From an optimization exercise on the open Yosys and OpenROAD flow, aimed at small area, a short achievable clock period and few clock cycles; shortcuts taken in it are not production practice.
Where RTL was checked, it was by simulation tests only, not by an equivalence proof against the original.
For runs 1 and 5 to 7, only the layout was checked, not whether the RTL still works.
Power and IR drop assume default switching activity.

==> flow/constraint.sdc <==
create_clock -name core_clock -period 5.0 [get_ports {clk}]
set_input_delay 1.0000 -clock core_clock [delete_from_list [all_inputs] [get_ports {clk}]]
set_output_delay 1.0000 -clock core_clock [all_outputs]
set_load 0.01 [all_outputs]
==> flow/design.v <==
`timescale 1ns/10ps
module LBP(
	clk,
	reset,
	gray_addr,
	gray_req,
	gray_ready,
	gray_data,
	lbp_addr,
	lbp_valid,
	lbp_data,
	finish
);
input clk;
input reset;
input gray_ready;
input [7:0] gray_data;
output [13:0] gray_addr;
output reg gray_req;
output reg [13:0] lbp_addr;
output reg lbp_valid;
output reg [7:0] lbp_data;
output reg finish;
localparam S  = 8;         
localparam H  = S - 2;     
localparam IW = 3;         
reg [6:0] row;
reg [6:0] col;
reg [IW-1:0] ri;           
assign gray_addr = {row, col};
wire run      = gray_ready & gray_req;
wire col_end  = (ri == S-1);
wire last     = col_end & (col == 7'd127) & (row == 7'd127);
always @(posedge clk or posedge reset) begin
	if (reset) begin
		row <= 7'd0;
		col <= 7'd0;
		ri  <= {IW{1'b0}};
	end
	else if (run) begin
		if (col_end) begin
			ri  <= {IW{1'b0}};
			col <= col + 7'd1;
			if (col == 7'd127) row <= row - 7'd1;           
			else               row <= row - (S - 1);       
		end
		else begin
			ri  <= ri + 1'b1;
			row <= row + 7'd1;
		end
	end
end
reg [7:0] x;
reg [7:0] p [1:S+1];
integer k;
always @(posedge clk) begin
	x    <= gray_data;
	p[1] <= x;
	for (k = 2; k <= S + 1; k = k + 1) p[k] <= p[k-1];
end
function ge8;
	input [7:0] a;
	input [7:0] b;
	integer j;
	reg r;
	begin
		r = 1'b1;
		for (j = 0; j < 8; j = j + 1)
			r = (a[j] & ~b[j]) | (a[j] & r) | (~b[j] & r);
		ge8 = r;
	end
endfunction
wire n_up = ge8(p[1], x);    
wire n_dl = ge8(p[S-1], x);    
wire n_l = ge8(p[S], x);    
wire n_ul = ge8(p[S+1], x);    
wire c_up = ge8(x, p[1]);      
wire c_dl = ge8(x, p[S-1]);    
wire c_l = ge8(x, p[S]);      
wire c_ul = ge8(x, p[S+1]);    
reg [3:0] q1;
reg [4:0] qm [2:S-1];
reg [5:0] qs;
reg [6:0] qs1;
always @(posedge clk) begin
	q1 <= {n_dl, n_l, n_up, n_ul};
	qm[2] <= {c_up, q1};
	for (k = 3; k <= S - 1; k = k + 1) qm[k] <= qm[k-1];
	qs  <= {c_dl, qm[S-1]};
	qs1 <= {c_l, qs};
end
wire [7:0] code = {c_ul, qs1[4], qs1[3], qs1[6], qs1[2], qs1[5], qs1[1], qs1[0]};
wire       new_col = (ri == {IW{1'b0}});
wire [6:0] c_row   = ~new_col ? row - 7'd2 :
                     (col == 7'd0) ? row : row + (S - 2);
wire [6:0] c_col   = new_col ? col - 7'd2 : col - 7'd1;
always @(posedge clk) begin
	lbp_data <= code;
	lbp_addr <= {c_row, c_col};
end
reg x_valid;
always @(posedge clk or posedge reset) begin
	if (reset) begin
		x_valid   <= 1'b0;
		lbp_valid <= 1'b0;
		finish    <= 1'b0;
		gray_req  <= 1'b1;
	end
	else begin
		x_valid   <= run & (ri >= 2) & (col >= 7'd2);
		lbp_valid <= x_valid;
		if (run & last) gray_req <= 1'b0;
		if (~gray_req)  finish   <= 1'b1;
	end
end
endmodule
==> flow/config.mk <==
export PLATFORM = sky130hd
export DESIGN_NAME = LBP
export DESIGN_NICKNAME = LBP
export VERILOG_FILES = /design/flow/design.v
export SDC_FILE = /design/flow/constraint.sdc
export NUM_CORES = 4
export LEC_CHECK = 0
export CAP_MARGIN = 20
export CORE_MARGIN = 2
export CORE_UTILIZATION = 65
export CTS_BUF_LIST = sky130_fd_sc_hd__clkbuf_8
export SETUP_SLACK_MARGIN = 3
export SLEW_MARGIN = 20
==> flow/run.sh <==
#!/bin/bash
# synth_recipe.tcl (not shown) runs the flow's synth.tcl, then flattens the netlist and writes it again
# the make line also repeats each setting of config.mk as NAME=value (left out here)
make -C /OpenROAD-flow-scripts/flow DESIGN_CONFIG=/design/flow/config.mk WORK_HOME=/design/flow/orfs CLKGATE_MAP_FILE= SYNTH_SCRIPT=/design/flow/synth_recipe.tcl finish
==> results of run 1 <==
==> final cells by class <==
type	instances	share of cell area, %
flip-flops and latches	170	51.5
multi-input cells	231	27.6
repair buffers	95	11.5
clock buffers	17	3.41
clock inverters	15	2.53
well taps	105	1.91
inverters	22	1.46
repair inverters	1	0.0729
==> through the flow <==
step                      hold WS (ns)  utilization, %  worst slack, ns  power [uW]  area (um^2)
after floorplan                  0.310               -             2.66        1560         5430
after global placement           0.310            73.8             2.09        1600         5970
after detailed placement         0.312            73.8             2.01        1610         5970
after CTS                        0.327            81.8             2.71        2530         6620
after global routing             0.331            84.8             2.58        2610         6870
final                            0.327            84.8             2.65        2520         6870
==> flip-flops by register name, summed over array words and instances (netlist names) <==
signal and flops:
p 72, qm 30, lbp_addr 14, lbp_data 8
x 8, col 7, qs1 7, row 7
qs 6, q1 4, ri 3, finish 1
gray_req 1, lbp_valid 1, x_valid 1
==> worst max-delay path: stages (launching register included) <==
cell and delay (ns):
dfrtp_1 0.43, ha_2 0.21, ha_4 0.17, nand3_4 0.09, inv_4 0.05, ha_4 0.23, nor2b_4 0.12, o31a_1 0.27
or4_1 0.39, and3_1 0.17, xnor2_1 0.12
==> what timing repair did <==
item / 4_1_cts / 5_1_grt
hold buffers: 0 / 0
setup endpoints to repair: 46 / 50
buffers inserted: 26 / 20
cloned: 0 / 1
resized for setup: 168 / 69
pin swaps: 4 / 19
==> placed cells by master, fill, tap and decap left out, types with 3 or more instances in the layout <==
master	Yosys	routed
a211oi_1	7	7
a21o_1	7	7
a21oi_1	5	3
a31oi_1	8	8
and2b_1	3	3
buf_2	2	18
buf_4	2	32
buf_6	2	29
clkbuf_2	0	6
clkbuf_8	0	17
clkdlybuf4s50_1	0	10
clkinv_4	0	3
clkinv_8	0	3
dfrtp_1	20	6
dfrtp_2	0	14
dfxtp_1	149	142
dfxtp_2	0	7
ha_1	16	7
ha_4	0	8
inv_1	21	17
inv_6	0	3
inv_8	0	4
maj3_1	23	23
nand2_1	21	18
nand2b_1	19	18
nor2_1	7	5
nor2b_1	15	14
nor3_1	11	10
nor3b_1	4	4
nor4_1	5	5
o21a_1	4	4
o21ai_0	15	13
o21bai_1	5	5
o221ai_1	5	5
o22ai_1	4	4
xnor2_1	17	16
xor2_1	4	4
==> routing by layer <==
metal,up-vias,GRT usage [%],part of all wire (%)
met1,1772,26.2,40
met2,116,40.7,53
li1,1700,-,-
met4,0,9.18,2.9
met3,28,6.30,4.8
met5,-,0,0
==> where the power goes <==
group          internal [uW]  total [uW]  leakage (uW)  switching (uW)
sequential              1450        1480       0.00151            36.1
combinational           45.0        90.2       0.00119            45.3
clock                    386         945      0.000209             559
total                   1880        2520       0.00291             641
==> logic make-up after synthesis <==
family,after synthesis,synth area share [%]
xor gates and xnor gates,21,3.44
muxes,2,0.398
buffers and inverters,33,2.78
and+or+nand+nor,102,11.0
DFF,170,65.6
adders and majority gates,40,8.42
AOI/OAI and AO/OA,66,8.35
==> worst max-delay path by stage <==
stage,startpoint,end,slack (ns),cells after the start
after floorplan,ri[1]$_DFFE_PP0P_,row[6]$_DFFE_PP0P_,2.66,10
after global placement,gray_ready,row[6]$_DFFE_PP0P_,2.09,5
after detailed placement,gray_ready,row[6]$_DFFE_PP0P_,2.01,5
after CTS,ri[0]$_DFFE_PP0P_,row[6]$_DFFE_PP0P_,2.71,10
after global routing,col[0]$_DFFE_PP0P_,row[6]$_DFFE_PP0P_,2.58,11
final,ri[1]$_DFFE_PP0P_,row[6]$_DFFE_PP0P_,2.65,10
==> out/metrics.cfg, run 1 <==
[timing]
finalSetupTns_ns=0
slew_viol_final=0
clock_skew_ns=0.0152
hold_viol_final=0
max_freq_ghz=0.426
fin_crit_sh_pct=47.0
tightest_slew_ns=0.850
setup_violations=0
period_needed_ns=2.35
grt_setup_unrepaired=yes
slew_headroom_pct=43.3

[grt]
grt_pass1_wl_mm=15.5
grt_use_total_pct=23.0
overflow=0
grt_max_degree=25
grt_pass1_vias=3364
grt_antenna_before_repair=0

[floorplanning]
core_area_um2=8090
num_rows=33
initial_core_util_pct=66.1
die_x_um=94.7
io_pins=50
die_area_um2=8970
die_h_um=94.7

[logic_synthesis]
yosysMostFrequentCell=dfxtp_1
syn_inst=434
syn_avg_cell_area_um2=12.3
yosys-top-cells-count=dfxtp_1 (149), maj3_1 (23), inv_1 (21), nand2_1 (21), dfrtp_1 (20)
yosys_warnings=3
synth_edf_count=0
synthArstFlopShare_pct=12.4
synthTopCellsByArea=dfxtp_1 (56%), dfrtp_1 (9.4%), maj3_1 (4.3%)
netlist_area_um2=5350
synth-main-ff-cell=dfxtp_1
seq_area_frac_synth_pct=65.6
ys_seq_elements=170
yosysTopAreaCellShare_pct=55.8
synth.distinct_cells=49
synth_top_area_cell=dfxtp_1
syn_nets=462

[power_and_ir_drop]
power_density_nw_per_um2=367
p_leak_uw=0.00291
peakVddDrop_v=0.000261

[cts]
tritoncts=done
cts_max_path_buffers=2
clk_latency_ns=0.45
path_clk_slew_ns=0.11
htree_levels=4
cts_made_buffers=17
cts.sinks=170
cts-root-buf=clkbuf_8

[routing]
ant_nets=0
post-route-drc-count=0
wl_per_cell_um=17.1
drt_first_iter_violations=132
totalWireLength_mm=11.2
vias_per_cell=5.51
num_vias=3616
dr.pass1.iters=5

[setup_path]
end_kind=flip-flop
cp_data_arrival_time_ns=2.69
critPathRequiredTime_ns=5.34
worstPathMaxFanout=3
r2r-start=ri[1]$_DFFE_PP0P_
rrSetupSlack_ns=2.65
r2r_cells=10
r2r-end=row[6]$_DFFE_PP0P_
critPathKind=flip-flop to flip-flop
worstSetupStartpointType=flip-flop

[min_path]
whs_path_depth=0
worstHoldPathType=flip-flop to flip-flop
min_to=qm[5][2]$_DFF_P_
hp-start=qm[4][2]$_DFF_P_

[layout]
multi_input_area_um2=1900
drive_above_1_share_pct=32.3
nets=566
regArea_um2=3540
fillCellCount=405
instances_no_fill=656
n_antenna_cell=0
syn_to_final_growth_pct=28.4

[placement]
gp_congestion=0.864
io_buffers=49
dp_cells=577
hpwl_mm=5.90

[run]
cap_violations=0

[outcome]
status=no timing/DRC/antenna violations

==> inputs of run 2 (changes only) <==
==> flow/design.v (replaced) <==
`timescale 1ns/10ps
module LBP(
	clk,
	reset,
	gray_addr,
	gray_req,
	gray_ready,
	gray_data,
	lbp_addr,
	lbp_valid,
	lbp_data,
	finish
);
input clk;
input reset;
input gray_ready;
input [7:0] gray_data;
output [13:0] gray_addr;
output reg gray_req;
output reg [13:0] lbp_addr;
output reg lbp_valid;
output reg [7:0] lbp_data;
output reg finish;
localparam S  = 8;         
localparam H  = S - 2;     
localparam IW = 3;         
reg [6:0] row;
reg [6:0] col;
reg [IW-1:0] ri;           
assign gray_addr = {row, col};
wire run      = gray_ready & ~finish;
wire col_end  = (ri == S-1);
wire last     = col_end & (col == 7'd127) & (row == 7'd127);
always @(posedge clk or posedge reset) begin
	if (reset) begin
		row <= 7'd0;
		col <= 7'd0;
		ri  <= {IW{1'b0}};
	end
	else if (run) begin
		if (col_end) begin
			ri  <= {IW{1'b0}};
			col <= col + 7'd1;
			if (col == 7'd127) row <= row - 7'd1;           
			else               row <= row - (S - 1);       
		end
		else begin
			ri  <= ri + 1'b1;
			row <= row + 7'd1;
		end
	end
end
reg [7:0] p [1:S+1];
integer k;
always @(posedge clk) begin
	p[1] <= gray_data;
	for (k = 2; k <= S + 1; k = k + 1) p[k] <= p[k-1];
end
wire [7:0] x = gray_data;
wire n_up    = p[1]   >= x;    
wire n_dl    = p[S-1] >= x;    
wire n_l     = p[S]   >= x;    
wire n_ul    = p[S+1] >= x;    
wire c_up    = x >= p[1];      
wire c_dl    = x >= p[S-1];    
wire c_l     = x >= p[S];      
wire c_ul    = x >= p[S+1];    
reg [3:0] q1;
reg [4:0] qm [2:S-1];
reg [5:0] qs;
reg [6:0] qs1;
always @(posedge clk) begin
	q1 <= {n_dl, n_l, n_up, n_ul};
	qm[2] <= {c_up, q1};
	for (k = 3; k <= S - 1; k = k + 1) qm[k] <= qm[k-1];
	qs  <= {c_dl, qm[S-1]};
	qs1 <= {c_l, qs};
end
wire [7:0] code = {c_ul, qs1[4], qs1[3], qs1[6], qs1[2], qs1[5], qs1[1], qs1[0]};
always @(posedge clk) begin
	lbp_data <= code;
	lbp_addr <= {row - 7'd1, col - 7'd1};
end
always @(posedge clk or posedge reset) begin
	if (reset) begin
		lbp_valid <= 1'b0;
		finish    <= 1'b0;
		gray_req  <= 1'b1;
	end
	else begin
		lbp_valid <= run & (ri >= 2) & (col >= 7'd2);
		if (run & last) begin
			finish   <= 1'b1;
			gray_req <= 1'b0;
		end
	end
end
endmodule
--- a/flow/config.mk
+++ b/flow/config.mk
@@ -7,7 +7,5 @@
 export LEC_CHECK = 0
 export CAP_MARGIN = 20
 export CORE_MARGIN = 2
-export CORE_UTILIZATION = 65
-export CTS_BUF_LIST = sky130_fd_sc_hd__clkbuf_8
-export SETUP_SLACK_MARGIN = 3
+export CORE_UTILIZATION = 40
 export SLEW_MARGIN = 20
==> run 2 against run 1 <==
Effect of this change: critical endpoint is now gray_addr[9]; first-iteration DRC count fell by 30%; largest power group unchanged; sequential power rose by 11%; utilization fell by 35 points; sequential share of layout area rose by 1.7 points; synthesized area fell by 5.3%; still clean on timing, DRC and antenna; cell count fell by 0.91%; synthesized cell count fell by 6.0%; total power rose by 41%; critical path depth fell by 9; worst setup slack got worse by 0.37 ns; global-route usage fell by 9.9 points; non-clock buffer count fell by 46.
==> out/metrics.cfg, run 2 <==
[routing]
num_vias=2937  ; -19%
drt_first_iter_violations=92  ; -30%
wl_per_cell_um=11.9  ; -30%
ant_nets=0  ; unchanged
totalWireLength_mm=7.74  ; -31%
vias_per_cell=4.52  ; -18%
dr.pass1.iters=4  ; -1
post-route-drc-count=0  ; unchanged

[min_path]
whs_path_depth=0  ; unchanged
worstHoldPathType=flip-flop to flip-flop
min_to=qs1[4]$_DFF_P_
hp-start=qs[4]$_DFF_P_

[placement]
gp_congestion=0.786  ; -9.0%
io_buffers=49  ; unchanged
hpwl_mm=5.29  ; -10%
dpl_cell_area_um2=5660  ; -5.3%

[logic_synthesis]
synthArstFlopShare_pct=12.4  ; +0.069 points
synth_edf_count=0  ; unchanged
netlist_area_um2=5060  ; -5.3%
ys_seq_elements=161  ; -5.3%
syn_inst=408  ; -6.0%
synth_compound_area_share_pct=6.13  ; -2.2 points
yosys-top-cells-count=dfxtp_1 (141), inv_1 (43), ha_1 (40), dfrtp_1 (19), nand2_1 (15)
seq_area_frac_synth_pct=65.7  ; about the same
synth_xor_area_share_pct=3.81  ; +0.37 points
synth_top_area_cell=dfxtp_1
synth_top_family_by_area=adder cells
yosys.area_share.adder_pct=9.89  ; +1.5 points
synth.distinct_cells=50  ; +2.0%
yosys_warnings=3  ; unchanged
syn_avg_cell_area_um2=12.4  ; +0.72%
synthSimpleGateAreaFrac_pct=9.12  ; -1.8 points
yosysTopAreaCellShare_pct=55.8  ; about the same
synth-main-ff-cell=dfxtp_1
synthMuxAreaShare_pct=0  ; -0.40 points
syn_nets=459  ; -0.65%
yosysMostFrequentCell=dfxtp_1
synthTopCellsByArea=dfxtp_1 (56%), ha_1 (9.9%), dfrtp_1 (9.4%)

[layout]
nets=516  ; -8.8%
largest_register_ffs=72  ; unchanged
top_register=p
final_cell_mix=dfxtp_1 (141), clkdlybuf4s50_1 (49), inv_1 (43)
n_antenna_cell=0  ; unchanged
drive_above_1_share_pct=7.74  ; -25 points
syn_to_final_growth_pct=23.3
layout.cells.most_common=dfxtp_1
fin_util_pct=50.1  ; -35 points
reg_top3=p: 72 flops, qm: 30 flops, lbp_addr: 14 flops
fillCellCount=1120  ; +180%
final_cell_area_um2=6240  ; -9.1%

[timing]
hold_viol_final=0  ; unchanged
period_needed_ns=2.72  ; +0.375 ns
max_freq_ghz=0.367  ; -14%
clock_skew_ns=0.00668  ; -0.00853 ns
slew_headroom_pct=45.0  ; +1.7 points
slew_viol_final=0  ; unchanged
setup_violations=0  ; unchanged
finalSetupTns_ns=0  ; unchanged
fin_crit_sh_pct=54.5  ; +7.5 points
tightest_slew_ns=0.824  ; -0.0261 ns
grt_setup_unrepaired=no

[cts]
cts_made_buffers=17  ; unchanged
htree_levels=4  ; unchanged
post_cts_resized=0  ; -100%
cts.sinks=161  ; -5.3%
clk_latency_ns=0.42  ; -0.03 ns
cts_setup_buffers=0  ; -100%
cts_hold_buffers=0  ; unchanged
cts_max_path_buffers=2  ; unchanged
tritoncts=done
cts-root-buf=clkbuf_16
path_clk_slew_ns=0.06  ; -0.05 ns

[grt]
grt_pass1_vias=2804  ; -17%
grt_max_degree=21  ; -16%
grt_pass1_wl_mm=13.0  ; -16%
grt_use_total_pct=13.1  ; -9.9 points
grt_antenna_before_repair=0  ; unchanged
overflow=0  ; unchanged

[setup_path]
worstPathMaxFanout=12  ; +9
rrSetupSlack_ns=3.02  ; +0.37 ns
crit_family=flip-flops
critPathMaxStageDelay_ns=0.67  ; +0.24 ns
r2r-end=col[5]$_DFFE_PP0P_
cp_data_arrival_time_ns=1.72  ; -0.97 ns
worstSetupStartpointType=flip-flop
slowest_stage=dfrtp_1
r2r-start=ri[1]$_DFFE_PP0P_
critPathKind=flip-flop to output port
critPathRequiredTime_ns=4.00  ; -1.34 ns
cp_cell_sequence=clkdlybuf4s50_1
cp_num_buf_inv=1  ; unchanged
r2r_cells=6  ; -4
end_kind=output port

[floorplanning]
die_x_um=117  ; +23%
core_area_um2=12500  ; +54%
die_h_um=117  ; +23%
num_rows=41  ; +24%
die_area_um2=13600  ; +51%
initial_core_util_pct=40.6  ; -25 points
io_pins=50  ; unchanged

[outcome]
status=no timing/DRC/antenna violations

[power_and_ir_drop]
power_density_nw_per_um2=568  ; +55%
p_leak_uw=0.00280  ; -3.7%
peakVddDrop_v=0.000344  ; +32%

[run]
cap_violations=0  ; unchanged

-- run 2: cell count changes after synthesis, sizes merged, moves of 15 or more --
| cell | previous run | this run |
|---|---|---|
| ha | 16 | 40 |
| inv | 21 | 43 |
| maj3 | 23 | 0 |
| nand2b | 19 | 4 |
-- run 2: kinds of logic (layout without fill, tap and decap cells) --
logic type	Yosys count	after routing
and+or+nand+nor	82	82
buffers and inverters	54	124
DFF	161	161
xor gates and xnor gates	22	22
AOI/OAI and AO/OA	49	49
adders and majority gates	40	40
-- run 2: area by class of cell --
| class | count | area [um^2] | area share [%] |
|---|---|---|---|
| Sequential cell | 161 | 3320 | 53.2 |
| Multi-Input combinational cell | 193 | 1470 | 23.5 |
| Timing Repair Buffer | 49 | 490 | 7.86 |
| Clock buffer | 19 | 433 | 6.93 |
| Tap cell | 172 | 215 | 3.45 |
| Inverter | 43 | 161 | 2.59 |
| Clock inverter | 13 | 154 | 2.46 |
-- run 2: how the worst max path moves through the flow --
stage                  startpoint                  to  slack, ns  cells past startpoint
2_1_floorplan        gray_data[1]    qm[2][4]$_DFF_P_       2.78                      6
3_3_place_gp           gray_ready  col[5]$_DFFE_PP0P_       2.05                      6
3_5_place_dp           gray_ready  col[5]$_DFFE_PP0P_       1.96                      6
4_1_cts        row[2]$_DFFE_PP0P_        gray_addr[9]       2.28                      1
5_1_grt        row[2]$_DFFE_PP0P_        gray_addr[9]       2.20                      1
6_report       row[2]$_DFFE_PP0P_        gray_addr[9]       2.28                      1
-- run 2: layer usage --
layer	global-route usage, %	vias up	wire, um
met1	15.1	1370	3530
met4	8.17	0	231
li1	-	1469	-
met3	5.29	24	413
met2	20.2	74	3560
met5	0	-	0
-- run 2: through the flow --
stage               cells  worst slack, ns  power [uW]  hold slack, ns
detailed placement    618             1.96        2310           0.312
global route          650             2.20        3750           0.326
finish                650             2.28        3540           0.320
CTS                   650             2.28        3590           0.322
floorplan             408             2.78        2030           0.310
global placement      618             2.05        2300           0.310
-- run 2: power by group --
group / internal [uW] / total [uW] / switching [uW]
clock network: 745 / 1260 / 517
registers: 1490 / 1640 / 156
logic: 344 / 639 / 295
Testbench counts of run 2, summed over its fixed seeds: cycles 64,515.
==> inputs of run 3 (changes only) <==
--- a/flow/design.v
+++ b/flow/design.v
@@ -56,27 +56,40 @@
 	p[1] <= gray_data;
 	for (k = 2; k <= S + 1; k = k + 1) p[k] <= p[k-1];
 end
+function ge8;
+	input [7:0] a;
+	input [7:0] b;
+	integer j;
+	reg r;
+	begin
+		r = 1'b1;
+		for (j = 0; j < 8; j = j + 1)
+			r = (a[j] & ~b[j]) | (a[j] & r) | (~b[j] & r);
+		ge8 = r;
+	end
+endfunction
 wire [7:0] x = gray_data;
-wire n_up    = p[1]   >= x;    
-wire n_dl    = p[S-1] >= x;    
-wire n_l     = p[S]   >= x;    
-wire n_ul    = p[S+1] >= x;    
-wire c_up    = x >= p[1];      
-wire c_dl    = x >= p[S-1];    
-wire c_l     = x >= p[S];      
-wire c_ul    = x >= p[S+1];    
-reg [3:0] q1;
-reg [4:0] qm [2:S-1];
-reg [5:0] qs;
-reg [6:0] qs1;
+wire [7:0] c = p[S+1];
+wire c_dr  = ge8(x,    c);     
+wire c_r   = ge8(p[1], c);     
+wire c_ur  = ge8(p[2], c);     
+wire c_d   = ge8(p[S], c);     
+wire x_ul  = ge8(c, x);        
+wire r_l   = ge8(c, p[1]);     
+wire ur_dl = ge8(c, p[2]);     
+wire d_u   = ge8(c, p[S]);     
+reg       q1;
+reg [1:0] q2;
+reg [2:0] qm [3:S];
+reg [3:0] qs1;
 always @(posedge clk) begin
-	q1 <= {n_dl, n_l, n_up, n_ul};
-	qm[2] <= {c_up, q1};
-	for (k = 3; k <= S - 1; k = k + 1) qm[k] <= qm[k-1];
-	qs  <= {c_dl, qm[S-1]};
-	qs1 <= {c_l, qs};
+	q1    <= x_ul;
+	q2    <= {r_l, q1};
+	qm[3] <= {ur_dl, q2};
+	for (k = 4; k <= S; k = k + 1) qm[k] <= qm[k-1];
+	qs1   <= {d_u, qm[S]};
 end
-wire [7:0] code = {c_ul, qs1[4], qs1[3], qs1[6], qs1[2], qs1[5], qs1[1], qs1[0]};
+wire [7:0] code = {c_dr, c_d, qs1[2], c_r, qs1[1], c_ur, qs1[3], qs1[0]};
 always @(posedge clk) begin
 	lbp_data <= code;
 	lbp_addr <= {row - 7'd1, col - 7'd1};
--- a/flow/config.mk
+++ b/flow/config.mk
@@ -7,5 +7,7 @@
 export LEC_CHECK = 0
 export CAP_MARGIN = 20
 export CORE_MARGIN = 2
-export CORE_UTILIZATION = 40
+export CORE_UTILIZATION = 65
+export CTS_BUF_LIST = sky130_fd_sc_hd__clkbuf_8
+export SETUP_SLACK_MARGIN = 3
 export SLEW_MARGIN = 20
==> run 3 against run 2 <==
Effect of this change: still clean; first-iteration DRC count grew 29%; cell count down 15%; register-to-register slack improved by 0.12 ns; clock skew increased by 0.0088 ns; die area decreased by 44%.
==> out/metrics.cfg, run 3 <==
[cts]
htree_levels=4  ; unchanged
path_clk_slew_ns=0.07  ; about the same
clk_latency_ns=0.44  ; +0.02 ns
cts-root-buf=clkbuf_8
cts.sinks=139  ; -14%
cts_made_buffers=17  ; unchanged
tritoncts=done
cts_max_path_buffers=2  ; unchanged

[setup_path]
end_kind=output port
worstSetupStartpointType=flip-flop
cp_data_arrival_time_ns=1.06  ; -0.66 ns
crit_family=flip-flops
slowest_stage=dfstp_2
critPathRequiredTime_ns=4.00  ; about the same
worstPathMaxFanout=2  ; -10
cp_num_buf_inv=1  ; unchanged
cp_cell_sequence=buf_6
critPathMaxStageDelay_ns=0.54  ; -0.13 ns
critPathKind=flip-flop to output port

[power_and_ir_drop]
power_uw=3010  ; -15%
power_density_nw_per_um2=547  ; -3.7%
pwr-share-comb_pct=23.1  ; +5.1 points
seqPwrFrac_pct=45.7  ; -0.6 points
switching_share_pct=28.6  ; +1.3 points
peakVddDrop_v=0.000430  ; +25%
intPower_uw=2150  ; -16%
p_leak_uw=0.00245  ; -12%
p_sw_uw=861  ; -11%
clkPwrFrac_pct=31.2  ; -4.4 points

[floorplanning]
num_rows=30  ; -27%
io_pins=50  ; unchanged
die_area_um2=7590  ; -44%
die_x_um=87.1  ; -25%
die_h_um=87.1  ; -25%
initial_core_util_pct=66.8  ; +26 points
core_area_um2=6720  ; -46%

[routing]
ant_nets=0  ; unchanged
num_vias=3077  ; +4.8%
drt_first_iter_violations=119  ; +29%
wl_per_cell_um=15.2  ; +28%
totalWireLength_mm=8.42  ; +8.8%
dr.pass1.iters=5  ; +1
post-route-drc-count=0  ; unchanged
vias_per_cell=5.56  ; +23%

[grt]
overflow=0  ; unchanged
grt_use_total_pct=23.2  ; +10 points
grt_max_degree=21  ; unchanged
grtUsageMet1_pct=24.2  ; +9.1 points
grt_antenna_before_repair=0  ; unchanged
grtUsageMet2_pct=41.6  ; +21 points
grt_pass1_vias=2933  ; +4.6%
gr-usage-met3_pct=7.96  ; +2.7 points
busiest_layer=met2
grt_pass1_wl_mm=13.2  ; +1.1%

[logic_synthesis]
syn_nets=404  ; -12%
netlist_area_um2=4490  ; -11%
yosysTopAreaCellShare_pct=53.1  ; -2.7 points
synth_edf_count=0  ; unchanged
synth.distinct_cells=63  ; +26%
ys_seq_elements=139  ; -14%
yosys-top-cells-count=dfxtp_1 (119), inv_1 (24), nand2_1 (21), dfrtp_1 (19), nor2_1 (16)
seq_area_frac_synth_pct=64.3  ; -1.4 points
synth_top_area_cell=dfxtp_1
yosys_warnings=3  ; unchanged
yosysMostFrequentCell=dfxtp_1
synthTopCellsByArea=dfxtp_1 (53%), dfrtp_1 (11%), ha_1 (2.2%)
syn_inst=385  ; -5.6%
synth-main-ff-cell=dfxtp_1
synthArstFlopShare_pct=14.4  ; +2.0 points
syn_avg_cell_area_um2=11.7  ; -6.0%

[layout]
multi_input_area_um2=1510  ; +2.8%
layout.cells.most_common=dfxtp_1
drive_above_1_share_pct=27.1  ; +19 points
syn_to_final_growth_pct=22.8
fin_util_pct=82.0  ; +32 points
nets=480  ; -7.0%
n_antenna_cell=0  ; unchanged
fillCellCount=372  ; -67%
largest_register_ffs=72  ; unchanged
top_register=p
reg_top3=p: 72 flops, qm: 18 flops, lbp_addr: 14 flops
final_cell_mix=dfxtp_1 (116), inv_1 (25), nand2_1 (20)
regArea_um2=2900  ; -13%

[timing]
grt_setup_unrepaired=yes
clock_skew_ns=0.0155  ; +0.00882 ns
slew_headroom_pct=48.0  ; +3.0 points
period_needed_ns=2.06  ; -0.658 ns
slew_viol_final=0  ; unchanged
hold_viol_final=0  ; unchanged
fin_crit_sh_pct=41.3  ; -13 points
finalSetupTns_ns=0  ; unchanged
max_freq_ghz=0.484  ; +32%
setup_violations=0  ; unchanged
tightest_slew_ns=0.779  ; -0.0448 ns

[placement]
hpwl_mm=5.28  ; -0.11%
gp_congestion=0.797  ; +1.4%
io_buffers=49  ; unchanged

[run]
cap_violations=0  ; unchanged

[outcome]
status=no timing/DRC/antenna violations

[min_path]
worstHoldPathType=flip-flop to flip-flop

run 3: cell types whose count changed after synthesis, moves of 4 or more:
cell and delta:
nand2b_1 +8, dfxtp_1 -22, o221ai_1 +4, nand2_1 +6, o211ai_1 +5, nand4_1 -6
clkbuf_1 +4, inv_1 -19, ha_1 -32, nor3_1 +5, maj3_1 +6, or3_1 -5
run 3: what timing repair did:
| item | CTS | global route |
|---|---|---|
| pin swaps | 3 | 2 |
| cloned | 0 | 0 |
| setup buffers | 17 | 2 |
| resized for setup | 144 | 31 |
| endpoints found under the setup margin | 52 | 30 |
| hold buffers | 0 | 0 |
run 3: layer usage:
layer / vias up / wire length, um
met1: 1450 / 3270
met4: 0 / 164
met5: - / 0
met2: 116 / 4440
met3: 19 / 545
li1: 1492 / -
run 3: cell families (layout without fill, tap and decap cells):
kind of cell	Yosys count	count (layout)	share of synthesized area [%]
flops	139	139	64.3
simple gates	100	100	12.3
compound gates	72	72	11.7
buf+inv	37	125	3.62
xor+xnor	22	22	4.29
fa+ha+maj	15	15	3.82
run 3: worst register-to-register path, stage by stage, from the launching register on:
cell and delay, ns:
dfrtp_1 0.41, ha_1 0.22, ha_2 0.26, nand4b_1 0.23, or2_2 0.32, a21oi_1 0.19, xor2_1 0.16
run 3: power groups by stage:
| stage | clock (uW) | sequential [uW] | combinational [uW] |
|---|---|---|---|
| 4_1_cts | 953 | 1370 | 707 |
| 6_report | 941 | 1380 | 695 |
| 5_1_grt | 994 | 1390 | 769 |
| 3_5_place_dp | 0 | 1470 | 626 |
| 2_1_floorplan | 0 | 1460 | 327 |
| 3_3_place_gp | 0 | 1460 | 611 |
run 3: stage by stage:
| step | cell area [um^2] | worst slack [ns] | hold slack, ns | instances |
|---|---|---|---|---|
| 6_report | 5510 | 2.94 | 0.325 | 553 |
| 5_1_grt | 5510 | 2.91 | 0.332 | 553 |
| 4_1_cts | 5540 | 2.92 | 0.326 | 551 |
| 3_5_place_dp | 5020 | 2.21 | 0.312 | 503 |
| 3_3_place_gp | 5020 | 2.27 | 0.310 | 503 |
| 2_1_floorplan | 4490 | 3.01 | 0.310 | 385 |
run 3: final cells by class:
class / instances / area share (%)
sequential: 139 / 52.7
multi-input combinational: 209 / 27.3
timing repair buffer: 68 / 8.90
clock buffer: 17 / 4.25
clock inverter: 14 / 3.27
tap: 80 / 1.82
inverter: 26 / 1.77
run 3: final timing paths:
check,cells past startpoint,from,slack [ns],to
hold reg to reg,0,qm[5][2]$_DFF_P_,0.32,qm[6][2]$_DFF_P_
hold / removal,0,qm[5][2]$_DFF_P_,0.32,qm[6][2]$_DFF_P_
setup / recovery,1,gray_req$_DFFE_PP1P_,2.94,gray_req
setup reg to reg,6,ri[0]$_DFFE_PP0P_,3.14,row[5]$_DFFE_PP0P_
min in group asynchronous,2,reset,1.00,row[4]$_DFFE_PP0P_
max in group asynchronous,2,reset,3.45,col[1]$_DFFE_PP0P_
Testbench counts of run 3, summed over its fixed seeds: cycles 64,515.
==> inputs of run 4 (changes only) <==
==> flow/flow/run.sh (new file) <==
#!/bin/bash
# Standard ORFS flow, with port buffers and timing repair free to use any
# buffer/gate size instead of only same-footprint swaps.
set -euo pipefail
bash standard.sh MATCH_CELL_FOOTPRINT=0 "BUFFER_PORTS_ARGS=-buffer_cell sky130_fd_sc_hd__buf_2" finish > standard_flow.log 2>&1
==> flow/standard.sh (new file) <==
#!/bin/bash
# synth_recipe.tcl (not shown) runs the flow's synth.tcl, then flattens the netlist and writes it again
# the make line also repeats each setting of config.mk as NAME=value (left out here)
make -C /OpenROAD-flow-scripts/flow DESIGN_CONFIG=/design/flow/config.mk WORK_HOME=/design/flow/orfs CLKGATE_MAP_FILE= SYNTH_SCRIPT=/design/flow/synth_recipe.tcl "${@:-finish}"
removed: flow/run.sh
==> run 4 against run 3 <==
Effect of this change: die area stayed put; highest routed layer unchanged; critical endpoint unchanged; global-route usage is 0.60 points lower; critical path type unchanged; register-to-register slack hardly changed; sequential power hardly changed; wire length is 6.0% lower; utilization is 1.7 points lower; via count is 2.5% lower; still clean; synthesized cell count stayed put; critical path depth stayed put; fmax is 0.99% higher.
==> out/metrics.cfg, run 4 <==
[timing]
period_needed_ns=2.04  ; -0.0203 ns
max_freq_ghz=0.489  ; +0.99%
tightest_slew_ns=0.778  ; -0.000914 ns
setup_violations=0  ; unchanged
grt_setup_unrepaired=yes
hold_viol_final=0  ; unchanged
clock_skew_ns=0.00838  ; -0.00711 ns
slew_headroom_pct=48.1  ; +0.061 points
setup_ws_ns=2.96  ; +0.0203 ns
slew_viol_final=0  ; unchanged
finalSetupTns_ns=0  ; unchanged
fin_crit_sh_pct=40.9  ; -0.41 points

[logic_synthesis]
synthArstFlopShare_pct=14.4  ; unchanged
synthMuxAreaShare_pct=0  ; unchanged
yosysTopAreaCellShare_pct=53.1  ; unchanged
seq_area_frac_synth_pct=64.3  ; unchanged
synth_top_area_cell=dfxtp_1
synth_top_family_by_area=simple AND/OR/NAND/NOR gates
synth_edf_count=0  ; unchanged
synthTopCellsByArea=dfxtp_1 (53%), dfrtp_1 (11%), ha_1 (2.2%)
yosys.area_share.adder_pct=3.82  ; unchanged
synthSimpleGateAreaFrac_pct=12.3  ; unchanged
synth_xor_area_share_pct=4.29  ; unchanged
yosys_warnings=3  ; unchanged
synth-main-ff-cell=dfxtp_1
yosys-top-cells-count=dfxtp_1 (119), inv_1 (24), nand2_1 (21), dfrtp_1 (19), nor2_1 (16)
ys_seq_elements=139  ; unchanged
syn_nets=404  ; unchanged
netlist_area_um2=4490  ; unchanged
syn_avg_cell_area_um2=11.7  ; unchanged
synth_compound_area_share_pct=11.7  ; unchanged
synth.distinct_cells=63  ; unchanged
syn_inst=385  ; unchanged
yosysMostFrequentCell=dfxtp_1

[floorplanning]
core_area_um2=6720  ; unchanged
die_h_um=87.1  ; unchanged
die_x_um=87.1  ; unchanged
io_pins=50  ; unchanged
num_rows=30  ; unchanged
die_area_um2=7590  ; unchanged
initial_core_util_pct=66.8  ; unchanged

[setup_path]
rrSetupSlack_ns=3.13  ; about the same
worstSetupStartpointType=flip-flop
cp_data_arrival_time_ns=1.04  ; -0.02 ns
r2r_cells=7  ; +1
r2r-start=col[0]$_DFFE_PP0P_
crit_family=flip-flops
critPathMaxStageDelay_ns=0.54  ; about the same
critPathRequiredTime_ns=4.00  ; about the same
cp.depth=1  ; unchanged
cp_cell_sequence=buf_6
critPathKind=flip-flop to output port
slowest_stage=dfstp_2
r2r-end=row[3]$_DFFE_PP0P_
cp_num_buf_inv=1  ; unchanged
worstPathMaxFanout=2  ; unchanged
end_kind=output port

[layout]
final_cell_mix=dfxtp_1 (119), buf_2 (41), inv_1 (26)
layout.cells.most_common=dfxtp_1
n_antenna_cell=0  ; unchanged
syn_to_final_growth_pct=20.2
reg_top3=p: 72 flops, qm: 18 flops, lbp_addr: 14 flops
top_register=p
final_cell_area_um2=5400  ; -2.1%
drive_above_1_share_pct=27.1  ; unchanged
largest_register_ffs=72  ; unchanged
nets=479  ; -0.21%

[routing]
num_vias=2999  ; -2.5%
totalWireLength_mm=7.91  ; -6.0%
wl_per_cell_um=14.3  ; -6.0%
vias_per_cell=5.42  ; -2.5%
dr.pass1.iters=4  ; -1
drt_first_iter_violations=137  ; +15%
ant_nets=0  ; unchanged
post-route-drc-count=0  ; unchanged

[cts]
cts.sinks=139  ; unchanged
cts_max_path_buffers=2  ; unchanged
cts-root-buf=clkbuf_8
htree_levels=4  ; unchanged
tritoncts=done
path_clk_slew_ns=0.07  ; about the same
cts_hold_buffers=0  ; unchanged
cts_made_buffers=17  ; unchanged
clk_latency_ns=0.42  ; -0.02 ns

[power_and_ir_drop]
switching_share_pct=28.3  ; -0.28 points
peakVddDrop_v=0.000260  ; -40%
power_density_nw_per_um2=555  ; +1.5%
clkPwrFrac_pct=30.3  ; -0.9 points
p_leak_uw=0.00241  ; -1.7%
intPower_uw=2150  ; -0.22%
seqPwrFrac_pct=46.0  ; +0.3 points
pwr-share-comb_pct=23.7  ; +0.6 points
p_sw_uw=847  ; -1.6%

[placement]
io_buffers=49  ; unchanged
hpwl_mm=5.06  ; -4.2%
gp_congestion=0.784  ; -1.6%
dpl_cell_area_um2=4770  ; -4.9%
pre_cts_slack_ns=2.64  ; +0.432 ns

[min_path]
hp-start=p[3][4]$_DFF_P_
worstHoldPathType=flip-flop to flip-flop
min_to=p[4][4]$_DFF_P_
whs_path_depth=0  ; unchanged

[grt]
grt_antenna_before_repair=0  ; unchanged
grt_max_degree=21  ; unchanged
overflow=0  ; unchanged
grt_pass1_vias=2943  ; +0.34%
grt_use_total_pct=22.6  ; -0.60 points
grt_pass1_wl_mm=13.0  ; -1.5%

[run]
cap_violations=0  ; unchanged

[outcome]
status=no timing/DRC/antenna violations

-- run 4: cells by family after synthesis --
logic type / after synthesis
flops: 139
simple gates: 100
compound gates: 72
buf+inv: 37
xor+xnor: 22
fa+ha+maj: 15
-- run 4: how the worst max path moves through the flow --
| stage | slack (ns) | end | startpoint |
|---|---|---|---|
| CTS | 2.93 | gray_req | gray_req$_DFFE_PP1P_ |
| global placement | 2.67 | finish$_DFFE_PP0P_ | gray_ready |
| detailed placement | 2.64 | finish$_DFFE_PP0P_ | gray_ready |
| floorplan | 3.01 | finish$_DFFE_PP0P_ | gray_ready |
| finish | 2.96 | gray_req | gray_req$_DFFE_PP1P_ |
| global route | 2.91 | gray_req | gray_req$_DFFE_PP1P_ |
-- run 4: repair_timing --
action                                  CTS  global route
endpoints found under the setup margin   15            17
hold endpoints to repair                  0             0
resized for setup                        13            11
pin swaps                                 0             3
setup buffers                            14             4
-- run 4: cell type report --
type / instances / area [um^2]
Inverter: 26 / 97.6
Sequential cell: 139 / 2900
Tap cell: 80 / 100
Fill cell: 417 / 1320
Clock inverter: 13 / 149
Multi-Input combinational cell: 209 / 1460
Timing Repair Buffer: 67 / 430
Clock buffer: 19 / 262
-- run 4: worst reg2reg max path: stages, from the launching register on --
cell and delay, ns:
dfrtp_2 0.42, buf_4 0.16, ha_1 0.21, and3_2 0.27, a32oi_2 0.21, o21ai_0 0.12, a21oi_1 0.20, xor2_1 0.21
-- run 4: metal layers --
layer | GRT usage, % | part of all wire (%) | vias up
met1 | 25.5 | 43 | 1418
met2 | 38.2 | 51 | 81
met4 | 10.2 | 1.7 | 0
met5 | 0 | 0 | -
li1 | - | - | 1485
met3 | 8.34 | 4.6 | 15
-- run 4: power by group through the flow --
stage               sequential, uW  clock [uW]  combinational [uW]
finish                        1380         908                 710
global route                  1400         975                 785
CTS                           1370         925                 654
detailed placement            1460           0                 511
global placement              1460           0                 503
floorplan                     1460           0                 327
-- run 4: stage by stage --
| step | power [uW] | utilization [%] | cells | hold WS [ns] |
|---|---|---|---|---|
| final | 3000 | 80.3 | 553 | 0.324 |
| after global routing | 3160 | 80.3 | 553 | 0.331 |
| after CTS | 2950 | 79.0 | 549 | 0.323 |
| after detailed placement | 1970 | 71.0 | 503 | 0.312 |
| after global placement | 1960 | 71.0 | 503 | 0.310 |
| after floorplan | 1790 | - | 385 | 0.310 |
==> inputs of run 5 (changes only) <==
--- a/flow/design.v
+++ b/flow/design.v
@@ -28,26 +28,22 @@
 reg [6:0] col;
 reg [IW-1:0] ri;           
 assign gray_addr = {row, col};
-wire run      = gray_ready & ~finish;
-wire col_end  = (ri == S-1);
-wire last     = col_end & (col == 7'd127) & (row == 7'd127);
-always @(posedge clk or posedge reset) begin
-	if (reset) begin
+wire col_end = (ri == S-1);
+wire last    = (col == 7'd127) & (row == 7'd127);    
+always @(posedge clk) begin
+	if (~gray_ready) begin
 		row <= 7'd0;
 		col <= 7'd0;
 		ri  <= {IW{1'b0}};
 	end
-	else if (run) begin
+	else begin
+		ri <= ri + 1'b1;                                    
 		if (col_end) begin
-			ri  <= {IW{1'b0}};
 			col <= col + 7'd1;
 			if (col == 7'd127) row <= row - 7'd1;           
 			else               row <= row - (S - 1);       
 		end
-		else begin
-			ri  <= ri + 1'b1;
-			row <= row + 7'd1;
-		end
+		else row <= row + 7'd1;
 	end
 end
 reg [7:0] p [1:S+1];
@@ -101,8 +97,8 @@
 		gray_req  <= 1'b1;
 	end
 	else begin
-		lbp_valid <= run & (ri >= 2) & (col >= 7'd2);
-		if (run & last) begin
+		lbp_valid <= gray_ready & ~finish & (ri >= 2) & (col >= 7'd2);
+		if (gray_ready & last) begin
 			finish   <= 1'b1;
 			gray_req <= 1'b0;
 		end
==> run 5 against run 4 <==
Effect of this change: total power shrank 27%; highest routed layer unchanged; cell count decreased by 3.1%; die area down 2.5%; worst setup slack lost 0.020 ns; utilization grew 0.73 points; first-iteration DRC count down 39%; largest power group unchanged; non-clock buffer count is 6 lower; fmax fell by 0.97%.
==> out/metrics.cfg, run 5 <==
[logic_synthesis]
netlist_area_um2=4370  ; -2.6%
synth.distinct_cells=44  ; -30%
yosysMostFrequentCell=dfxtp_1
yosysTopAreaCellShare_pct=62.3  ; +9.2 points
yosys-top-cells-count=dfxtp_1 (136), nor2_1 (20), inv_1 (18), nand2_1 (18)
yosys.area_share.adder_pct=6.81  ; +3.0 points
ys_seq_elements=139  ; unchanged
synth_xor_area_share_pct=3.81  ; -0.49 points
syn_avg_cell_area_um2=11.6  ; -0.53%
synth_compound_area_share_pct=9.02  ; -2.7 points
syn_nets=395  ; -2.2%
synthMuxAreaShare_pct=0.687  ; +0.69 points
synth-main-ff-cell=dfxtp_1
synthArstFlopShare_pct=2.16  ; -12 points
synthSimpleGateAreaFrac_pct=13.2  ; +0.87 points
synth_top_area_cell=dfxtp_1
synthTopCellsByArea=dfxtp_1 (62%), maj3_1 (2.7%), xor2_1 (2.2%)
synth_top_family_by_area=simple AND/OR/NAND/NOR gates
syn_inst=377  ; -2.1%
synth_edf_count=0  ; unchanged
yosys_warnings=3  ; unchanged
seq_area_frac_synth_pct=64.0  ; -0.24 points

[cts]
cts.sinks=139  ; unchanged
cts_made_buffers=17  ; unchanged
cts_max_path_buffers=2  ; unchanged
clk_latency_ns=0.42  ; about the same
tritoncts=done
cts_hold_buffers=0  ; unchanged
cts-root-buf=clkbuf_8
htree_levels=4  ; unchanged
path_clk_slew_ns=0.08  ; about the same

[routing]
dr.pass1.iters=4  ; unchanged
totalWireLength_mm=7.24  ; -8.5%
drt_first_iter_violations=83  ; -39%
vias_per_cell=5.35  ; -1.3%
num_vias=2868  ; -4.4%
ant_nets=0  ; unchanged
post-route-drc-count=0  ; unchanged
wl_per_cell_um=13.5  ; -5.6%

[setup_path]
crit_family=flip-flops
critPathRequiredTime_ns=4.00  ; about the same
critPathMaxStageDelay_ns=0.55  ; about the same
critPathKind=flip-flop to output port
end_kind=output port
cp_num_buf_inv=1  ; unchanged
worstSetupStartpointType=flip-flop
rrSetupSlack_ns=3.19  ; +0.06 ns
worstPathMaxFanout=2  ; unchanged
slowest_stage=dfstp_2
cp_cell_sequence=buf_6
cp_data_arrival_time_ns=1.06  ; +0.02 ns

[layout]
layout.cells.most_common=dfxtp_1
n_antenna_cell=0  ; unchanged
reg_top3=p: 72 flops, qm: 18 flops, lbp_addr: 14 flops
top_register=p
final_cell_mix=dfxtp_1 (122), buf_2 (48), nor2_1 (20)
drive_above_1_share_pct=26.4  ; -0.70 points
nets=464  ; -3.1%
largest_register_ffs=72  ; unchanged
syn_to_final_growth_pct=19.0

[grt]
overflow=0  ; unchanged
grt_pass1_vias=2613  ; -11%
grt_max_degree=18  ; -14%
grt_pass1_wl_mm=11.4  ; -12%
grt_antenna_before_repair=0  ; unchanged
grt_use_total_pct=20.0  ; -2.6 points

[timing]
fin_crit_sh_pct=41.3  ; +0.40 points
fin_hold_ws_ns=0.325  ; +0.00127 ns
finalSetupTns_ns=0  ; unchanged
tightest_slew_ns=0.475  ; -0.302 ns
hold_viol_final=0  ; unchanged
max_freq_ghz=0.484  ; -0.97%
setup_ws_ns=2.94  ; -0.0201 ns
grt_setup_unrepaired=yes
slew_headroom_pct=68.3  ; +20 points
period_needed_ns=2.06  ; +0.0201 ns
clock_skew_ns=0.00734  ; -0.00105 ns
slew_viol_final=0  ; unchanged
setup_violations=0  ; unchanged

[min_path]
worstHoldPathType=flip-flop to flip-flop

[floorplanning]
num_rows=29  ; -3.3%
core_area_um2=6420  ; -4.4%
io_pins=50  ; unchanged
die_x_um=86.0  ; -1.2%
die_area_um2=7400  ; -2.5%
die_h_um=86.0  ; -1.2%
initial_core_util_pct=68.1  ; +1.3 points

[placement]
hpwl_mm=4.73  ; -6.5%
pre_cts_slack_ns=2.70  ; +0.0593 ns
gp_congestion=0.777  ; -0.97%
io_buffers=49  ; unchanged

[power_and_ir_drop]
p_leak_uw=0.00224  ; -7.1%
peakVddDrop_v=0.000307  ; +18%
power_density_nw_per_um2=422  ; -24%

[run]
cap_violations=0  ; unchanged

[outcome]
status=no timing/DRC/antenna violations

run 5: cell types whose count changed after synthesis, sizes merged, moves of 7 or more:
cell,change
a21oi,-8
dfrtp,-17
dfxtp,+17
maj3,+13
nand3,-9
or2b,+7
run 5: area by class of cell:
cell class,instances,area (um^2)
fillers,398,1220
flip-flops and latches,139,2840
repair buffers,61,342
clock inverters,14,138
multi-input cells,209,1470
inverters,18,67.6
clock buffers,18,248
well taps,77,96.3
run 5: cells by family (layout without fill, tap and decap cells):
logic type | Yosys count | in the layout
DFF | 139 | 139
and+or+nand+nor | 107 | 107
AOI/OAI and AO/OA | 53 | 53
buffers and inverters | 29 | 111
adders and majority gates | 27 | 27
xor gates and xnor gates | 19 | 19
muxes | 3 | 3
run 5: repair_timing:
action                                  in CTS  in global routing
setup buffers                                1                 11
resized for setup                           20                  5
pin swaps                                    0                  0
endpoints found under the setup margin      13                 12
run 5: metrics by stage:
step / area [um^2] / total power, uW / utilization [%] / cells
after floorplan: 4380 / 1320 / - / 377
after CTS: 5110 / 2220 / 79.6 / 525
after global routing: 5200 / 2280 / 81.0 / 536
final: 5200 / 2190 / 81.0 / 536
after global placement: 4680 / 1370 / 72.9 / 492
after detailed placement: 4680 / 1380 / 72.9 / 492
run 5: per-layer routing:
| metal | vias to the layer above | share of wire (%) | routed length (um) | GRT usage (%) |
|---|---|---|---|---|
| met2 | 89 | 52 | 3740 | 36.2 |
| met3 | 11 | 5.5 | 400 | 5.39 |
| met5 | - | 0 | 0 | 0 |
| li1 | 1435 | - | - | - |
| met1 | 1333 | 41 | 3000 | 21.4 |
| met4 | 0 | 1.3 | 94 | 9.81 |
run 5: power by group:
group	switching, uW	internal (uW)	leakage (uW)
combinational	69.8	61.9	0.000860
sequential	32.5	1180	0.00119
clock	432	417	0.000190
run 5: path summary, 6_finish.rpt:
kind,from,to,depth (start not counted)
max in group asynchronous,reset,gray_req$_DFFE_PP1P_,2
worst min register to register,qm[8][1]$_DFF_P_,qs1[1]$_DFF_P_,0
worst max register to register,p[9][2]$_DFF_P_,q2[1]$_DFF_P_,5
worst max-delay path,gray_req$_DFFE_PP1P_,gray_req,1
min in group asynchronous,reset,lbp_valid$_DFF_PP0_,2
worst min-delay path,qm[8][1]$_DFF_P_,qs1[1]$_DFF_P_,0
==> inputs of run 6 (changes only) <==
--- a/flow/config.mk
+++ b/flow/config.mk
@@ -9,5 +9,5 @@
 export CORE_MARGIN = 2
 export CORE_UTILIZATION = 65
 export CTS_BUF_LIST = sky130_fd_sc_hd__clkbuf_8
-export SETUP_SLACK_MARGIN = 3
+export SETUP_SLACK_MARGIN = 3.2
 export SLEW_MARGIN = 20
==> run 6 against run 5 <==
Effect of this change: still clean; clock-buffer cell count is the same; highest routed layer unchanged; cell area increased by 4.8%; die area is the same; largest power group unchanged; critical endpoint unchanged; utilization grew 3.9 points.
==> out/metrics.cfg, run 6 <==
[logic_synthesis]
synth.distinct_cells=44  ; unchanged
yosys_warnings=3  ; unchanged
synthTopCellsByArea=dfxtp_1 (62%), maj3_1 (2.7%), xor2_1 (2.2%)
synth_edf_count=0  ; unchanged
syn_avg_cell_area_um2=11.6  ; unchanged
netlist_area_um2=4370  ; unchanged
synth-main-ff-cell=dfxtp_1
yosys-top-cells-count=dfxtp_1 (136), nor2_1 (20), inv_1 (18), nand2_1 (18)
syn_nets=395  ; unchanged
seq_area_frac_synth_pct=64.0  ; unchanged
yosysMostFrequentCell=dfxtp_1
synth_top_area_cell=dfxtp_1
syn_inst=377  ; unchanged
yosysTopAreaCellShare_pct=62.3  ; unchanged
ys_seq_elements=139  ; unchanged
synthArstFlopShare_pct=2.16  ; unchanged

[floorplanning]
core_area_um2=6420  ; unchanged
num_rows=29  ; unchanged
die_x_um=86.0  ; unchanged
die_h_um=86.0  ; unchanged
io_pins=50  ; unchanged
die_area_um2=7400  ; unchanged
initial_core_util_pct=68.1  ; unchanged

[routing]
met1_length_mm=3.34  ; +11%
dr.pass1.iters=5  ; +1
post-route-drc-count=0  ; unchanged
wl_per_cell_um=14.8  ; +9.7%
maxUsedRoutingLayer=met4
totalWireLength_mm=8.00  ; +11%
detailroute.wirelength.met3_um=400  ; unchanged
wl_met2_mm=4.10  ; +9.5%
ant_nets=0  ; unchanged
num_vias=2912  ; +1.5%
vias_per_cell=5.39  ; +0.78%
drt_first_iter_violations=93  ; +12%

[layout]
syn_to_final_growth_pct=24.8
fillCellCount=345  ; -13%
layout.cells.most_common=dfxtp_1
drive_above_1_share_pct=29.8  ; +3.4 points
top_register=p
n_antenna_cell=0  ; unchanged
final_cell_mix=dfxtp_1 (115), buf_2 (30), nor2_1 (20), inv_1 (20), buf_6 (19)
nets=468  ; +0.86%
largest_register_ffs=72  ; unchanged
final_cell_area_um2=5450  ; +4.8%
reg_top3=p: 72 flops, qm: 18 flops, lbp_addr: 14 flops

[timing]
clock_skew_ns=0.00817  ; +0.000832 ns
period_needed_ns=2.06  ; -0.00231 ns
slew_viol_final=0  ; unchanged
grt_setup_unrepaired=yes
slew_headroom_pct=68.8  ; +0.51 points
hold_viol_final=0  ; unchanged
finalSetupTns_ns=0  ; unchanged
setup_violations=0  ; unchanged
max_freq_ghz=0.485  ; +0.11%
tightest_slew_ns=0.468  ; -0.00763 ns
fin_crit_sh_pct=41.2  ; -0.046 points

[grt]
grt_use_total_pct=22.7  ; +2.6 points
grt_pass1_vias=2792  ; +6.9%
grt_pass1_wl_mm=12.7  ; +12%
grt_antenna_before_repair=0  ; unchanged
overflow=0  ; unchanged
grt_max_degree=18  ; unchanged

[power_and_ir_drop]
peakVddDrop_v=0.000310  ; +0.89%
clkPwrFrac_pct=41.1  ; +2.4 points
p_sw_uw=510  ; -4.4%
power_density_nw_per_um2=424  ; +0.57%
intPower_uw=1800  ; +8.6%
switching_share_pct=22.0  ; -2.3 points
pwr-share-comb_pct=6.5  ; +0.5 points
p_leak_uw=0.00231  ; +3.3%
seqPwrFrac_pct=52.5  ; -2.8 points

[cts]
cts-root-buf=clkbuf_8
cts_hold_buffers=0  ; unchanged
cts.sinks=139  ; unchanged
tritoncts=done
cts_made_buffers=17  ; unchanged
cts_max_path_buffers=2  ; unchanged
clk_latency_ns=0.43  ; about the same
path_clk_slew_ns=0.07  ; about the same
htree_levels=4  ; unchanged

[setup_path]
end_kind=output port
cp.depth=1  ; unchanged
r2r_cells=7  ; +2
critPathRequiredTime_ns=4.00  ; about the same
cp_cell_sequence=buf_6
cp_data_arrival_time_ns=1.06  ; about the same
critPathKind=flip-flop to output port
crit_family=flip-flops
worstPathMaxFanout=2  ; unchanged
cp_num_buf_inv=1  ; unchanged
critPathMaxStageDelay_ns=0.54  ; about the same
worstSetupStartpointType=flip-flop
slowest_stage=dfstp_2

[placement]
dpl_cell_area_um2=4680  ; about the same
io_buffers=49  ; unchanged
hpwl_mm=4.81  ; +1.6%
gp_congestion=0.778  ; +0.10%

[min_path]
whs_path_depth=0  ; unchanged
worstHoldPathType=flip-flop to flip-flop

[outcome]
status=no timing/DRC/antenna violations

[run]
cap_violations=0  ; unchanged

-- run 6: cell counts after synthesis --
Identical to the previous run, type by type.
-- run 6: path summary, 6_finish.rpt --
kind	slack [ns]	to	from
setup / recovery	2.94	gray_req	gray_req$_DFFE_PP1P_
hold / removal	0.32	p[5][3]$_DFF_P_	p[4][3]$_DFF_P_
setup reg to reg	3.25	row[6]$_SDFF_PN0_	col[0]$_SDFFE_PN0P_
hold reg to reg	0.32	p[5][3]$_DFF_P_	p[4][3]$_DFF_P_
max in group asynchronous	4.37	gray_req$_DFFE_PP1P_	reset
min in group asynchronous	0.42	finish$_DFFE_PP0P_	reset
-- run 6: timing repair --
action / 4_1_cts / 5_1_grt
buffers inserted: 14 / 2
setup endpoints to repair: 49 / 47
resized for setup: 43 / 22
pin swaps: 0 / 8
-- run 6: final cells by class --
type | instances | area, um^2 | area share (%)
sequential | 139 | 2860 | 52.4
multi-input combinational | 209 | 1520 | 27.9
timing repair buffer | 65 | 484 | 8.88
clock buffer | 18 | 248 | 4.54
clock inverter | 14 | 179 | 3.28
tap | 77 | 96.3 | 1.77
inverter | 18 | 67.6 | 1.24
-- run 6: cells by family (layout without fill, tap and decap cells) --
family	count (synthesis)	after routing	share of synthesized area, %
xor+xnor	19	19	3.81
mux	3	3	0.687
fa+ha+maj	27	27	6.81
compound gates	53	53	9.02
buf+inv	29	115	2.49
flops	139	139	64.0
simple gates	107	107	13.2
-- run 6: power groups by stage --
stage          Sequential, uW  Clock [uW]  Combinational (uW)
2_1_floorplan            1240           0                80.2
3_3_place_gp             1240           0                 127
3_5_place_dp             1240           0                 132
4_1_cts                  1210         963                 144
5_1_grt                  1220        1010                 166
6_report                 1210         950                 149
-- run 6: stage by stage --
step | worst slack [ns] | hold slack [ns] | instances | util (%) | power (uW)
detailed placement | 2.66 | 0.312 | 492 | 72.9 | 1380
global route | 2.90 | 0.331 | 540 | 84.9 | 2400
CTS | 2.91 | 0.319 | 538 | 83.4 | 2320
global placement | 2.71 | 0.309 | 492 | 72.9 | 1370
floorplan | 2.87 | 0.310 | 377 | - | 1320
finish | 2.94 | 0.320 | 540 | 84.9 | 2310
-- run 6: routing by layer --
layer | vias up | track usage (%)
li1 | 1437 | -
met1 | 1360 | 26.1
met2 | 99 | 38.3
met3 | 16 | 6.83
met4 | 0 | 11.1
met5 | - | 0
==> inputs of run 7 (changes only) <==
--- a/flow/config.mk
+++ b/flow/config.mk
@@ -9,5 +9,5 @@
 export CORE_MARGIN = 2
 export CORE_UTILIZATION = 65
 export CTS_BUF_LIST = sky130_fd_sc_hd__clkbuf_8
-export SETUP_SLACK_MARGIN = 3.2
+export SETUP_SLACK_MARGIN = 2.9
 export SLEW_MARGIN = 20
==> run 7 against run 6 <==
Effect of this change: die area stayed put; utilization decreased by 5.7 points; worst setup slack worse by 0.0026 ns; synthesized area unchanged; combinational power decreased by 12%; clock power decreased by 11%; worst hold slack better by 0.0053 ns; sequential share of layout area grew 2.8 points; clock skew decreased by 0.0022 ns; first-iteration DRC count is the same; cell count is 3.0% lower; largest power group unchanged.
==> out/metrics.cfg, run 7 <==
[outcome]
status=no timing/DRC/antenna violations

[logic_synthesis]
synth_top_area_cell=dfxtp_1
syn_avg_cell_area_um2=11.6  ; unchanged
netlist_area_um2=4370  ; unchanged
syn_inst=377  ; unchanged
synthTopCellsByArea=dfxtp_1 (62%), maj3_1 (2.7%), xor2_1 (2.2%)
syn_nets=395  ; unchanged
synth-main-ff-cell=dfxtp_1
ys_seq_elements=139  ; unchanged
yosys_warnings=3  ; unchanged
synthArstFlopShare_pct=2.16  ; unchanged
yosys-top-cells-count=dfxtp_1 (136), nor2_1 (20), inv_1 (18), nand2_1 (18)
seq_area_frac_synth_pct=64.0  ; unchanged
yosysMostFrequentCell=dfxtp_1
yosysTopAreaCellShare_pct=62.3  ; unchanged
synth_edf_count=0  ; unchanged
synth.distinct_cells=44  ; unchanged

[layout]
nets=452  ; -3.4%
reg_top3=p: 72 flops, qm: 18 flops, lbp_addr: 14 flops
n_antenna_cell=0  ; unchanged
drive_above_1_share_pct=23.3  ; -6.5 points
multi_input_area_um2=1470  ; -3.0%
syn_to_final_growth_pct=16.4
instances_no_fill=524  ; -3.0%
fillCellCount=424  ; +23%
regArea_um2=2810  ; -1.7%
largest_register_ffs=72  ; unchanged
layout.cells.most_common=dfxtp_1
final_cell_mix=dfxtp_1 (127), buf_2 (48), nor2_1 (20)
top_register=p
fin_util_pct=79.2  ; -5.7 points

[timing]
slew_headroom_pct=68.8  ; about the same
grt_setup_unrepaired=no
clock_skew_ns=0.00602  ; -0.00215 ns
max_freq_ghz=0.484  ; -0.12%
tightest_slew_ns=0.468  ; -0.000212 ns
setup_violations=0  ; unchanged
finalSetupTns_ns=0  ; unchanged
period_needed_ns=2.06  ; +0.00258 ns
hold_viol_final=0  ; unchanged
slew_viol_final=0  ; unchanged
fin_crit_sh_pct=41.3  ; +0.052 points

[cts]
clk_latency_ns=0.42  ; about the same
path_clk_slew_ns=0.08  ; about the same
cts_hold_buffers=0  ; unchanged
htree_levels=4  ; unchanged
cts_max_path_buffers=2  ; unchanged
cts.sinks=139  ; unchanged
cts-root-buf=clkbuf_8
cts_setup_buffers=0  ; -14
cts_made_buffers=17  ; unchanged
tritoncts=done

[floorplanning]
die_x_um=86.0  ; unchanged
num_rows=29  ; unchanged
die_area_um2=7400  ; unchanged
die_h_um=86.0  ; unchanged
io_pins=50  ; unchanged
initial_core_util_pct=68.1  ; unchanged
core_area_um2=6420  ; unchanged

[setup_path]
crit_family=flip-flops
worstSetupStartpointType=flip-flop
cp_cell_sequence=buf_6
cp.depth=1  ; unchanged
cp_data_arrival_time_ns=1.06  ; about the same
end_kind=output port
cp_num_buf_inv=1  ; unchanged
worstPathMaxFanout=2  ; unchanged
slowest_stage=dfstp_2
critPathKind=flip-flop to output port
critPathMaxStageDelay_ns=0.55  ; about the same
critPathRequiredTime_ns=4.00  ; about the same
r2r_cells=5  ; -2

[power_and_ir_drop]
seqPwrFrac_pct=55.4  ; +2.9 points
power_density_nw_per_um2=432  ; +1.8%
intPower_uw=1660  ; -7.7%
p_leak_uw=0.00217  ; -6.3%
peakVddDrop_v=0.000307  ; -0.96%
p_sw_uw=534  ; +4.6%
pwr-share-comb_pct=5.9  ; -0.6 points
clkPwrFrac_pct=38.7  ; -2.4 points
switching_share_pct=24.3  ; +2.2 points

[placement]
hpwl_mm=4.73  ; -1.6%
dp_cells=492  ; unchanged
gp_congestion=0.777  ; -0.10%
io_buffers=49  ; unchanged

[min_path]
worstHoldPathType=flip-flop to flip-flop
whs_path_depth=0  ; unchanged

[grt]
grt_pass1_vias=2627  ; -5.9%
grt_max_degree=18  ; unchanged
overflow=0  ; unchanged
grt_pass1_wl_mm=11.4  ; -11%
grt_antenna_before_repair=0  ; unchanged
grt_use_total_pct=20.0  ; -2.7 points

[routing]
ant_nets=0  ; unchanged
drt_first_iter_violations=93  ; unchanged
wl_per_cell_um=13.3  ; -10%
vias_per_cell=5.37  ; -0.41%
post-route-drc-count=0  ; unchanged
dr.pass1.iters=4  ; -1
num_vias=2814  ; -3.4%
totalWireLength_mm=6.97  ; -13%

[run]
cap_violations=0  ; unchanged

run 7: cell counts after synthesis:
No cell type changed its count.
run 7: routing by layer:
layer  GRT usage (%)  vias up  wire, um
met5               0        -         0
met4            9.96        0       102
met3            5.29       13       314
met2            36.0       72      3650
met1            21.5     1320      2900
li1                -     1409         -
run 7: worst paths after layout:
path,from,slack (ns),endpoint
setup reg to reg,p[9][2]$_DFF_P_,3.19,q2[1]$_DFF_P_
min in group asynchronous,reset,0.43,lbp_valid$_DFF_PP0_
setup / recovery,gray_req$_DFFE_PP1P_,2.94,gray_req
hold / removal,p[5][3]$_DFF_P_,0.33,p[6][3]$_DFF_P_
hold reg to reg,p[5][3]$_DFF_P_,0.33,p[6][3]$_DFF_P_
max in group asynchronous,reset,4.37,gray_req$_DFFE_PP1P_
run 7: timing repair:
| action | CTS | global route |
|---|---|---|
| resized for setup | 8 | 4 |
| setup endpoints to repair | 8 | 4 |
| pin swaps | 0 | 0 |
run 7: power groups by stage:
| stage | registers, uW | clock network (uW) | logic [uW] |
|---|---|---|---|
| after floorplan | 1240 | 0 | 80.0 |
| after global placement | 1240 | 0 | 127 |
| after detailed placement | 1240 | 0 | 131 |
| after CTS | 1220 | 867 | 132 |
| after global routing | 1230 | 912 | 146 |
| final | 1220 | 849 | 131 |
run 7: metrics by stage:
| step | area, um^2 | worst slack (ns) | power (uW) | hold slack [ns] |
|---|---|---|---|---|
| after floorplan | 4380 | 2.87 | 1320 | 0.310 |
| after CTS | 5070 | 2.91 | 2220 | 0.325 |
| after detailed placement | 4680 | 2.70 | 1380 | 0.312 |
| final | 5090 | 2.94 | 2200 | 0.325 |
| after global placement | 4680 | 2.71 | 1370 | 0.310 |
| after global routing | 5090 | 2.91 | 2280 | 0.334 |
run 7: layout make-up:
cell class                 count  area share [%]
tap                           77            1.89
sequential                   139            55.3
clock inverter                14            2.71
inverter                      18            1.33
clock buffer                  18            4.87
timing repair buffer          49            4.94
multi-input combinational    209            29.0
run 7: cells by family after synthesis:
kind of cell    after synthesis  share of synthesized area (%)
buf+inv                      29                           2.49
fa+ha+maj                    27                           6.81
xor+xnor                     19                           3.81
compound gates               53                           9.02
mux                           3                          0.687
simple gates                107                           13.2
flops                       139                           64.0

-- port drivers added, routing unchanged --
Ports are ideal in the flow. The routed layouts listed here were re-timed in OpenROAD.
Step 1, drivers: a clkbuf_16 drives clk and a buf_2 each remaining input, both assumed.
Step 2, shift: input delay + t, output delay - t, t = (earliest + latest rising clock arrival at the registers) / 2. This alone moves slack from input paths to output paths.
a / b / c = no drivers / after step 1 / after step 2; a / b = the first two.
run | shift t [ns] | slack for setup (ns) | worst hold slack (ns) | worst slew at a driven data input, ns | pins driven straight from the clock port
run 1 | 0.472 | 2.652 / 2.652 / 2.259 | 0.327 / 0.327 / 0.327 | 0.05 | 1
run 2 | 0.455 | 2.277 / 2.238 / 1.943 | 0.320 / 0.320 / 0.320 | 0.04 | 1
run 3 | 0.458 | 2.935 / 2.907 / 2.566 | 0.325 / 0.325 / 0.325 | 0.03 | 1
run 4 | 0.449 | 2.955 / 2.925 / 2.769 | 0.324 / 0.324 / 0.324 | 0.04 | 1
run 5 | 0.447 | 2.935 / 2.907 / 2.698 | 0.325 / 0.325 / 0.325 | 0.03 | 1
run 6 | 0.451 | 2.938 / 2.910 / 2.659 | 0.320 / 0.320 / 0.320 | 0.03 | 1
run 7 | 0.449 | 2.935 / 2.907 / 2.697 | 0.325 / 0.325 / 0.325 | 0.03 | 1
After both steps setup and hold are still met in every run listed. For run 1, which loses most, drivers alone change the setup slack by 0.000 ns; drivers and shift together by -0.393 ns.
